This is an optimization exercise on Yosys and OpenROAD, whose aim is small area, a short achievable clock period and few clock cycles, not a production implementation. Only simulation tests tie the RTL to the original design; equivalence was not proved. Power and IR drop assume default switching activity.

Setup of run 3:
==> flow/design.v <==
module axi_stream_insert_header #(
parameter DATA_WD = 128,
parameter DATA_BYTE_WD = DATA_WD / 8,
parameter BYTE_CNT_WD = $clog2(DATA_BYTE_WD)
) (
input wire clk,
input wire rst_n,
input wire valid_in,
input wire [DATA_WD-1 : 0] data_in,
input wire [DATA_BYTE_WD-1 : 0] keep_in,
input wire last_in,
output wire ready_in,
output wire valid_out,
output wire [DATA_WD-1 : 0] data_out,
output wire [DATA_BYTE_WD-1 : 0] keep_out,
output wire last_out,
input wire ready_out,
input wire valid_insert,
input wire [DATA_WD-1 : 0] data_insert,
input wire [DATA_BYTE_WD-1 : 0] keep_insert,
input wire [BYTE_CNT_WD-1 : 0] byte_insert_cnt,
output wire ready_insert
);
localparam NB = DATA_BYTE_WD;
localparam CW = BYTE_CNT_WD;
localparam [1:0] S_HDR  = 2'd0;    
localparam [1:0] S_DATA = 2'd1;    
localparam [1:0] S_TAIL = 2'd2;    
reg [1:0] state;
reg [DATA_WD-1 : 0] carry;
reg [CW-1 : 0] hm1;                  
reg [CW-1 : 0] tail_m;               
reg [3:0] sa;                        
reg [3:0] sb;                        
wire beat_go = (state == S_DATA) && valid_in && ready_out;
wire tail_go = (state == S_TAIL) && ready_out;
wire [2*DATA_WD-9 : 0] joined = {carry, data_in[DATA_WD-1 : 8]};
wire [8*(NB+3)-1 : 0] ya = ({8*(NB+3){sa[0]}} & joined[0  +: 8*(NB+3)])
                         | ({8*(NB+3){sa[1]}} & joined[32 +: 8*(NB+3)])
                         | ({8*(NB+3){sa[2]}} & joined[64 +: 8*(NB+3)])
                         | ({8*(NB+3){sa[3]}} & joined[96 +: 8*(NB+3)]);
assign data_out = ({DATA_WD{sb[0]}} & ya[0  +: DATA_WD])
                | ({DATA_WD{sb[1]}} & ya[8  +: DATA_WD])
                | ({DATA_WD{sb[2]}} & ya[16 +: DATA_WD])
                | ({DATA_WD{sb[3]}} & ya[24 +: DATA_WD]);
wire [2*NB-1 : 0] kjoined = {{NB{1'b1}}, keep_in};
wire [NB+3 : 0] ka = ({(NB+4){sa[0]}} & kjoined[0  +: NB+4])
                   | ({(NB+4){sa[1]}} & kjoined[4  +: NB+4])
                   | ({(NB+4){sa[2]}} & kjoined[8  +: NB+4])
                   | ({(NB+4){sa[3]}} & kjoined[12 +: NB+4]);
wire [NB : 0] kwindow = ({(NB+1){sb[0]}} & ka[0 +: NB+1])
                      | ({(NB+1){sb[1]}} & ka[1 +: NB+1])
                      | ({(NB+1){sb[2]}} & ka[2 +: NB+1])
                      | ({(NB+1){sb[3]}} & ka[3 +: NB+1]);
wire fits = !kwindow[0];
wire pkt_end = tail_go || (beat_go && last_in && fits);
assign ready_in = (state == S_DATA) && ready_out;
assign ready_insert = (state == S_HDR) || pkt_end;
wire hdr_go = valid_insert && ready_insert;
assign valid_out = ((state == S_DATA) && valid_in) || (state == S_TAIL);
assign last_out = (state == S_TAIL) || (last_in && fits);
reg [CW-1 : 0] lowz;
integer i;
always @(*) begin
    lowz = 0;
    for (i = 0; i < NB - 1; i = i + 1)
        if (!keep_in[i])
            lowz = i + 1;
end
wire [NB-1 : 0] tail_keep = ~({1'b0, {(NB-1){1'b1}}} >> tail_m);
genvar g;
generate
    for (g = 0; g < NB; g = g + 1) begin : g_keep
        assign keep_out[g] = (state == S_TAIL) ? tail_keep[g] : kwindow[g + 1];
    end
endgenerate
always @(posedge clk or negedge rst_n) begin
    if (!rst_n) begin
        state <= S_HDR;
    end else begin
        if (hdr_go)
            state <= S_DATA;
        else if (pkt_end)
            state <= S_HDR;
        else if (beat_go && last_in)
            state <= S_TAIL;
    end
end
function [CW-1 : 0] sub;
    input [CW-1 : 0] a;
    input [CW-1 : 0] b;
    integer j;
    reg c;
    begin
        c = 1'b0;
        for (j = 0; j < CW; j = j + 1) begin
            sub[j] = a[j] ^ b[j] ^ c;
            c = (!a[j] && (b[j] || c)) || (b[j] && c);
        end
    end
endfunction
wire [CW-1 : 0] hm1_in = sub(byte_insert_cnt, 1);
wire [CW-1 : 0] end_m = sub(hm1, lowz);
wire hdr_sel = (state != S_DATA) || (last_in && fits);
always @(posedge clk) begin
    if (hdr_go || beat_go)
        carry <= hdr_sel ? data_insert : data_in;
    if (hdr_go) begin
        hm1 <= hm1_in;
        sa <= 4'b0001 << hm1_in[3:2];
        sb <= 4'b0001 << hm1_in[1:0];
    end
    if (beat_go)
        tail_m <= end_m;
end
endmodule
clock: 6.5 ns
lec_check: 0
cap_margin: 5
core_margin: 2
core_utilization: 40
setup_slack_margin: 2.5
slew_margin: 5
standard.sh (not shown) runs the stock make flow with config.mk's settings and CLKGATE_MAP_FILE= SYNTH_SCRIPT=/design/flow/synth_recipe.tcl, a recipe that flattens the netlist after the stock synthesis.
==> flow/flow/run.sh <==
#!/bin/bash
# Standard layout, with plain buf_1 cells as the port buffers.
cp standard.sh standard_sh.txt
export BUFFER_PORTS_ARGS="-buffer_cell sky130_fd_sc_hd__buf_1"
bash standard.sh > standard.log 2>&1
Testbench counts of run 3, summed over its fixed seeds: cycles 16,082.
Setup changes, run 3 to run 4
- swapping 5 for 20 in CAP_MARGIN
- swapping 2.5 for 2.7 in SETUP_SLACK_MARGIN
- swapping 5 for 20 in SLEW_MARGIN
### Flow results
- Run 4: global routing usage on met3 0.15 points above run 3
- Portion of total power attributed to combinational logic: run 4 higher than run 3
- The higher proportion of total power due to net switching of run 3 and run 4 is in run 4.
- Compared with run 3, in run 4 setup slack up 9.7 ps; via count of the first global-routing pass up 1.9%; design area up about 2%.
- Part of the total power dissipated in sequential elements, run 3 and run 4: higher on run 3
- Summary: sum of routed wire length over all layers, run 4 worse than run 3
- Compared with run 3, run 4 shows critical path depth higher by 1.

## re-timing with driven ports
No port has a modelled driver above. Below, the same layouts with a new extraction and two added sets of constraints.
Step 1 assumes that a clkbuf_16 drives the clock port and a buf_2 every other input.
Step 2 also shifts input and output timing later by t, the mid clock arrival at the registers, as if the neighbouring blocks saw the same clock.
Three values: ideal, step 1, step 2; two values: the first two.
| run | t, ns | slack for setup (ns) | cell pins on the clock port's net |
|---|---|---|---|
| run 3 | 0.508 | 2.538 / 2.485 / 2.473 | 1 |
| run 4 | 0.511 | 2.548 / 2.502 / 2.502 | 1 |
After both steps every run listed still meets setup and hold. For run 3, which loses most, drivers alone change the setup slack by -0.053 ns; drivers and shift together by -0.065 ns.
